Background: an optimization exercise with open tools, aiming at small area, a short achievable clock period and few clock cycles per item. Do not read the settings as production practice.
RTL that was checked went through simulation tests only; none was proved equivalent to the original.
Power is estimated from default activity; no workload was simulated.

## the reference run
==> flow/design.v (excerpt) <==
module Rsa256Core (
	input          i_clk,
	input          i_rst,
	input          i_start,
	input  [255:0] i_a,  
	input  [255:0] i_d,  
	input  [255:0] i_n,
	output [255:0] o_a_pow_d,  
	output         o_finished
);
export LEC_CHECK = 0
export ABC_CLOCK_PERIOD_IN_PS = 3500
export CAP_MARGIN = 30
export CORE_MARGIN = 2
export CORE_UTILIZATION = 55
export CTS_CLUSTER_DIAMETER = 100
export CTS_CLUSTER_SIZE = 20
export SETUP_SLACK_MARGIN = 0.6
export SLEW_MARGIN = 20
export SYNTH_HIERARCHICAL = 1
create_clock -name core_clock -period 14.0 [get_ports {i_clk}]
standard.sh (not shown) runs the stock make flow with config.mk's settings and CLKGATE_MAP_FILE= SYNTH_SCRIPT=/design/flow/synth_recipe.tcl, a recipe that flattens the netlist after the stock synthesis.
==> flow/flow/run.sh <==
#!/bin/bash
set -euo pipefail
PRE=${PRE:-8.3}
POST=${POST:-9.6}
BUF="BUFFER_PORTS_ARGS=-buffer_cell sky130_fd_sc_hd__buf_1"
bash standard.sh synth > synth.log 2>&1
bash standard.sh SETUP_SLACK_MARGIN=$PRE "$BUF" place > place.log 2>&1
bash standard.sh SETUP_SLACK_MARGIN=$POST "$BUF" finish > finish.log 2>&1
Testbench counts of the reference run, summed over its fixed seeds: cycles 852,482, items 24.
Modified inputs, the trial run compared to the reference run
--- a/flow/design.v
+++ b/flow/design.v
@@ -20,25 +20,25 @@
 localparam logic [2:0] P_PRE  = 3'd0;
 localparam logic [2:0] P_FIX  = 3'd1;
 localparam logic [2:0] P_ONE  = 3'd2;
 localparam logic [2:0] P_ZERO = 3'd3;
 localparam logic [2:0] P_SQ   = 3'd4;
 localparam logic [2:0] P_MUL  = 3'd5;
 localparam logic [2:0] P_FIN  = 3'd6;
 localparam logic [2:0] S_IDLE  = 3'd0;
 localparam logic [2:0] S_ACT   = 3'd1;  
 localparam logic [2:0] S_CONV  = 3'd2;  
 localparam logic [2:0] S_WAIT  = 3'd3;  
 localparam logic [2:0] S_CLEAN = 3'd4;  
-logic [2:1]   Nr;        
+logic [255:0] Nr;        
 logic [15:0]  Dr;        
 logic [256:0] A;         
 logic [W-1:0] M;         
 logic [W-1:0] S, C;      
 logic [2:0] st;
 logic [2:0] pk;          
 logic [7:0] cnt;         
 logic [7:0] cnt1;        
 logic [7:0] rc;          
 logic [8:0] k;           
 logic [7:0] e;           
 logic [7:0] cl;          
@@ -53,40 +53,40 @@
 logic       cb;          
 assign o_finished = finish;
 logic [W-1:0] Nw, Aw, Sg, y1, y2, y2s, y3, y3s, n1, n2, n2s, n3, n3s;
 logic [W-1:0] aS, aCr, aC, bS, bCr, bC, cS, cCr, cC;
 logic [W-1:0] dS, dCr, dC, eS, eCr, eC, fS, fCr, fC;
 logic [NS-1:0] q1s, q2s, q3s;
 logic         q1, q2, q3;
 for (genvar t = 0; t < NC; t++) begin : g_cslice
 	RsaCtlReg u_ctl (.clk(i_clk), .d(ctl_n), .q(ctl[t]));
 end
 for (genvar s = 0; s < NS; s++) begin : g_slice
 	RsaQ u_q (.s(S[2:0]), .c(C[2:0]), .cb(cb), .mq(mq), .y1({y12, y11, y10}), .y2({y21, y20}),
-	          .y3(y30), .n(Nr), .q1f(q1f), .q2f(q2f), .q1(q1s[s]), .q2(q2s[s]), .q3(q3s[s]));
+	          .y3(y30), .n(Nr[2:1]), .q1f(q1f), .q2f(q2f), .q1(q1s[s]), .q2(q2s[s]), .q3(q3s[s]));
 	for (genvar i = s * SW; i < (s + 1) * SW; i++) begin : g_bit
 		assign Sg[i] = S[i] & !ctl[i / CW][7];
 		assign y1[i] = (ctl[i / CW][6] & M[i]) | (ctl[i / CW][5] & Aw[i]) | (i == 0 && one);
 		assign y2[i] = (ctl[i / CW][4] & M[i]) | (ctl[i / CW][3] & Aw[i]);
 		assign y3[i] = (ctl[i / CW][2] & M[i]) | (ctl[i / CW][1] & Aw[i]);
 		assign n1[i] = (q1s[s] & Nw[i]) | (ctl[i / CW][0] & !Nw[i]);
 		assign n2[i] = q2s[s] & Nw[i];
 		assign n3[i] = q3s[s] & Nw[i];
 	end
 end
 assign q1 = q1s[0];
 assign q2 = q2s[0];
 assign q3 = q3s[0];
 always_comb begin
-	Nw  = {{(W-256){1'b0}}, i_n};
+	Nw  = {{(W-256){1'b0}}, Nr};
 	Aw  = {{(W-257){1'b0}}, A};
 	y2s = {y2[W-2:0], y2[W-1] | cb};
 	y3s = {y3[W-3:0], y3[W-1:W-2]};
 	n2s = {n2[W-2:0], n2[W-1]};
 	n3s = {n3[W-3:0], n3[W-1:W-2]};
 	aC  = {aCr[W-2:0], aCr[W-1]};
 	bC  = {bCr[W-2:0], bCr[W-1]};
 	cC  = {cCr[W-2:0], cCr[W-1]};
 	dC  = {dCr[W-2:0], dCr[W-1]};
 	eC  = {eCr[W-2:0], eCr[W-1]};
 	fC  = {fCr[W-2:0], fCr[W-1]};
 end
@@ -106,25 +106,25 @@
 logic [W-1:0] Srot;
 assign Srot = {S[W-1-3*J:0], S[W-1:W-3*J]};
 logic Czero, cap;
 assign Czero = ~|C;
 assign cap   = (st == S_CONV) && (rc == J) && Czero;
 logic [W-1:0] Sout;
 assign Sout = {S[W-4-3*J:0], S[W-1:W-3-3*J]};
 assign o_a_pow_d = Sout[255:0];
 logic Dbit;
 assign Dbit = Dr[e[7:4]];
 always_ff @(posedge i_clk) begin
 	for (int j = 0; j < 16; j++) Dr[j] <= i_d[16*j + e[3:0]];
-	Nr <= i_n[2:1];
+	Nr <= i_n;
 end
 logic ldA;
 assign ldA = cap && (pk == P_PRE || pk == P_FIX);
 always_ff @(posedge i_clk) begin
 	if (cap) M <= Srot;
 	if (st == S_IDLE) A <= {1'b0, i_a};
 	else if (ldA) A <= Srot[256:0];
 end
 logic [2:0] nxt_after_pre;
 always_comb begin
 	if (dzero)        nxt_after_pre = P_ONE;
 	else if (e == 0)  nxt_after_pre = P_FIN;
--- outcome ---
- On area of the mapped netlist: between the trial run and the reference run, it ends up higher for the trial run.
- Measured against each other, the trial run and the reference run differ in buffering stage count on the worst path with inverters included, the lower figure coming from the reference run.
- The trial run -> the reference run: non-clock inverter total of the final layout delta 0, exact match
- Data arrival time of the critical path ends up lower on the trial run.
- Comparing the two runs side by side, the trial run comes out ahead of the reference run on placed wire-length estimate.
- Relative to the reference run, the trial run improves first-pass GRT wire length.
- Against the reference run as the reference, the trial run delivers a lower fraction of the cycle the final worst path needs.
- Est. power | the trial run vs the reference run | the trial run higher
- Between the reference run and the trial run, final cell count decreased.
- Initial DRC count on the trial run is up relative to the reference run.
- Summary — clock share of power, the trial run relative to the reference run: higher, by 1.8 points.
- In the tables for the trial run and the reference run, fraction of power spent switching nets reads lower with the trial run.
- Looking at clock skew, the trial run sits above the reference run.
Testbench counts of the trial run, summed over its fixed seeds: cycles 852,482, items 24.

========
Rsa256Core, a different RTL version from the one above (not shown whole).
Size: ~7600 cells after synthesis, ~1000 I/O pins.
clock: 14.0 ns
lec_check: 0
abc_clock_period_in_ps: 3500
cap_margin: 30
core_margin: 2
core_utilization: 55
cts_cluster_diameter: 100
cts_cluster_size: 20
setup_slack_margin: 0.6
slew_margin: 20
synth_hierarchical: 1
==> flow/flow/run.sh <==
#!/bin/bash
set -euo pipefail
PRE=${PRE:-8.5}
POST=${POST:-9.8}
BUF="BUFFER_PORTS_ARGS=-buffer_cell sky130_fd_sc_hd__buf_2"
bash standard.sh synth > synth.log 2>&1
bash standard.sh SETUP_SLACK_MARGIN=$PRE "$BUF" place > place.log 2>&1
bash standard.sh SETUP_SLACK_MARGIN=$POST "$BUF" finish > finish.log 2>&1
The starting point finished clean.
Edit:
--- a/flow/design.v
+++ b/flow/design.v
@@ -24,13 +24,13 @@
 localparam logic [2:0] P_FIN  = 3'd6;
 localparam logic [2:0] S_IDLE  = 3'd0;
 localparam logic [2:0] S_ACT   = 3'd1;  
 localparam logic [2:0] S_CONV  = 3'd2;  
 localparam logic [2:0] S_WAIT  = 3'd3;  
 localparam logic [2:0] S_CLEAN = 3'd4;  
-logic [255:0] Nr;        
+logic [2:1]   Nr;        
 logic [15:0]  Dr;        
 logic [256:0] A;         
 logic [W-1:0] M;         
 logic [W-1:0] S, C;      
 logic [2:0] st;
 logic [2:0] pk;          
@@ -55,13 +55,13 @@
 logic [W-1:0] dS, dCr, dC, eS, eCr, eC, fS, fCr, fC;
 logic [NS-1:0] q1s, q2s, q3s;
 logic         q1, q2, q3;
 for (genvar s = 0; s < NS; s++) begin : g_slice
 	RsaCtlReg u_ctl (.clk(i_clk), .d(ctl_n), .q(ctl[s]));
 	RsaQ u_q (.s(S[2:0]), .c(C[2:0]), .cb(cb), .mq(mq), .y1({y12, y11, y10}), .y2({y21, y20}),
-	          .y3(y30), .n(Nr[2:1]), .q1f(q1f), .q2f(q2f), .q1(q1s[s]), .q2(q2s[s]), .q3(q3s[s]));
+	          .y3(y30), .n(Nr), .q1f(q1f), .q2f(q2f), .q1(q1s[s]), .q2(q2s[s]), .q3(q3s[s]));
 	for (genvar i = s * SW; i < (s + 1) * SW; i++) begin : g_bit
 		assign Sg[i] = S[i] & !ctl[s][7];
 		assign y1[i] = (ctl[s][6] & M[i]) | (ctl[s][5] & Aw[i]) | (i == 0 && one);
 		assign y2[i] = (ctl[s][4] & M[i]) | (ctl[s][3] & Aw[i]);
 		assign y3[i] = (ctl[s][2] & M[i]) | (ctl[s][1] & Aw[i]);
 		assign n1[i] = (q1s[s] & Nw[i]) | (ctl[s][0] & !Nw[i]);
@@ -70,13 +70,13 @@
 	end
 end
 assign q1 = q1s[0];
 assign q2 = q2s[0];
 assign q3 = q3s[0];
 always_comb begin
-	Nw  = {{(W-256){1'b0}}, Nr};
+	Nw  = {{(W-256){1'b0}}, i_n};
 	Aw  = {{(W-257){1'b0}}, A};
 	y2s = {y2[W-2:0], y2[W-1] | cb};
 	y3s = {y3[W-3:0], y3[W-1:W-2]};
 	n2s = {n2[W-2:0], n2[W-1]};
 	n3s = {n3[W-3:0], n3[W-1:W-2]};
 	aC  = {aCr[W-2:0], aCr[W-1]};
@@ -91,16 +91,18 @@
 	RsaFa fa_b (.a(aS[i]), .b(aC[i]), .c(y2s[i]), .s(bS[i]), .co(bCr[i]));
 	RsaFa fa_c (.a(bS[i]), .b(bC[i]), .c(y3s[i]), .s(cS[i]), .co(cCr[i]));
 	RsaFa fa_d (.a(cS[i]), .b(cC[i]), .c(n1[i]),  .s(dS[i]), .co(dCr[i]));
 	RsaFa fa_e (.a(dS[i]), .b(dC[i]), .c(n2s[i]), .s(eS[i]), .co(eCr[i]));
 	RsaFa fa_f (.a(eS[i]), .b(eC[i]), .c(n3s[i]), .s(fS[i]), .co(fCr[i]));
 end
+logic [3:0] low;
+assign low = {1'b0, fS[2:0]} + {1'b0, fC[2:0]};
 always_ff @(posedge i_clk) begin
 	S  <= {fS[2:0] & {3{!mult}}, fS[W-1:3]};
 	C  <= {fC[2:0] & {3{!mult}}, fC[W-1:3]};
-	cb <= mult & (fS[2] | fS[1] | fC[2] | fC[1]);
+	cb <= mult & low[3];
 end
 logic [W-1:0] Srot;
 assign Srot = {S[W-1-3*J:0], S[W-1:W-3*J]};
 logic Czero, cap;
 assign Czero = ~|C;
 assign cap   = (st == S_CONV) && (rc == J) && Czero;
@@ -108,13 +110,13 @@
 assign Sout = {S[W-4-3*J:0], S[W-1:W-3-3*J]};
 assign o_a_pow_d = Sout[255:0];
 logic Dbit;
 assign Dbit = Dr[e[7:4]];
 always_ff @(posedge i_clk) begin
 	for (int j = 0; j < 16; j++) Dr[j] <= i_d[16*j + e[3:0]];
-	Nr <= i_n;
+	Nr <= i_n[2:1];
 end
 logic ldA;
 assign ldA = cap && (pk == P_PRE || pk == P_FIX);
 always_ff @(posedge i_clk) begin
 	if (cap) M <= Srot;
 	if (st == S_IDLE) A <= {1'b0, i_a};
@@ -297,28 +299,19 @@
 	input  [1:0] y2,
 	input        y3, cb, mq,
 	input  [2:1] n,
 	input        q1f, q2f,
 	output       q1, q2, q3
 );
-logic [2:0] sg, cg, z, zh;
-logic       q1m, q2m, q3m, b1, k0lo, k0hi, k1b;
-assign sg   = s & {3{mq}};
-assign cg   = c & {3{mq}};
-assign q1m  = sg[0] ^ cg[0] ^ cb ^ y1[0];
-assign k0hi = (sg[0] & cg[0] & (cb | y1[0])) | (cb & y1[0] & (sg[0] | cg[0]));
-assign k0lo = (sg[0] | cg[0] | cb | y1[0]) & !k0hi;
-assign b1   = q1m & n[1];
-assign q2m  = sg[1] ^ cg[1] ^ y1[1] ^ y2[0] ^ b1 ^ k0lo;
-assign z    = {2'b0, sg[1]} + {2'b0, cg[1]} + {2'b0, y1[1]} + {2'b0, y2[0]} + {2'b0, b1} + {2'b0, k0lo};
-assign zh   = (z + {2'b0, z[0]}) >> 1;
-assign k1b  = zh[0] ^ k0hi;
-assign q3m  = sg[2] ^ cg[2] ^ y1[2] ^ y2[1] ^ y3 ^ (q1m & n[2]) ^ (q2m & n[1]) ^ k1b;
-assign q1   = q1m | q1f;
-assign q2   = q2m | q2f;
-assign q3   = q3m;
+logic [2:0] t1, t2, t3;
+assign t1 = (s & {3{mq}}) + (c & {3{mq}}) + {2'b0, cb} + y1 + {y2, 1'b0} + {y3, 2'b0};
+assign t2 = t1 + ({n, 1'b1} & {3{t1[0]}});
+assign t3 = t2 + ({n[1], 2'b10} & {3{t2[1]}});
+assign q1 = t1[0] | q1f;
+assign q2 = t2[1] | q2f;
+assign q3 = t3[2];
 endmodule
 module RsaFa (
 	input  a,
 	input  b,
 	input  c,
 	output s,
What happened: The changed run completed without violations. Clock power shrinks by 14%. Non-clock buffer count rose by 59. Final cell count came out lower by 4.7%. Final area fell by 2.8%. Global-route usage came out higher by 4.4 points. Flip-flop and latch count drops by 254. Wire length rises by 2.3%. Critical path depth rises by 1. Via count falls by 1.6%. Hold slack improved by 28 ps.
No functional check of the RTL was part of any run of this note.

static timing again, ports no longer ideal:
No port has a modelled driver above. Below, the same layouts with a new extraction and two added sets of constraints. Step 1 sets driving cells, clkbuf_16 on the clock port and buf_2 on the other inputs (assumed; they add their load-dependent delay and slew). Step 2 moves the port delays by t, midway between the first and last clock arrival at a register: inputs arrive t later, outputs are due t later. That takes back most of the time a late clock gives input paths. Three values: ideal ports, drivers, drivers and shift; two values: the first two.
run | shift t [ns] | setup slack, ns | clock arrival spread, ns | worst slew at a driven data input, ns | cell pins on the clock port's net
the reference run | 0.811 | 9.546 / 9.462 / 8.651 | 0.048 / 0.049 | 0.24 | 1
the trial run | 0.842 | 9.611 / 9.524 / 8.789 | 0.058 / 0.059 | 0.19 | 1
the first run of note 2 | 0.866 | 9.623 / 9.623 / 9.052 | 0.052 / 0.052 | 0.19 | 1
the second run of note 2 | 0.795 | 9.277 / 9.226 / 8.430 | 0.037 / 0.037 | 0.35 | 1
After both steps setup and hold are still met in every run listed. For the reference run, which loses most, drivers alone change the setup slack by -0.084 ns; drivers and shift together by -0.895 ns.
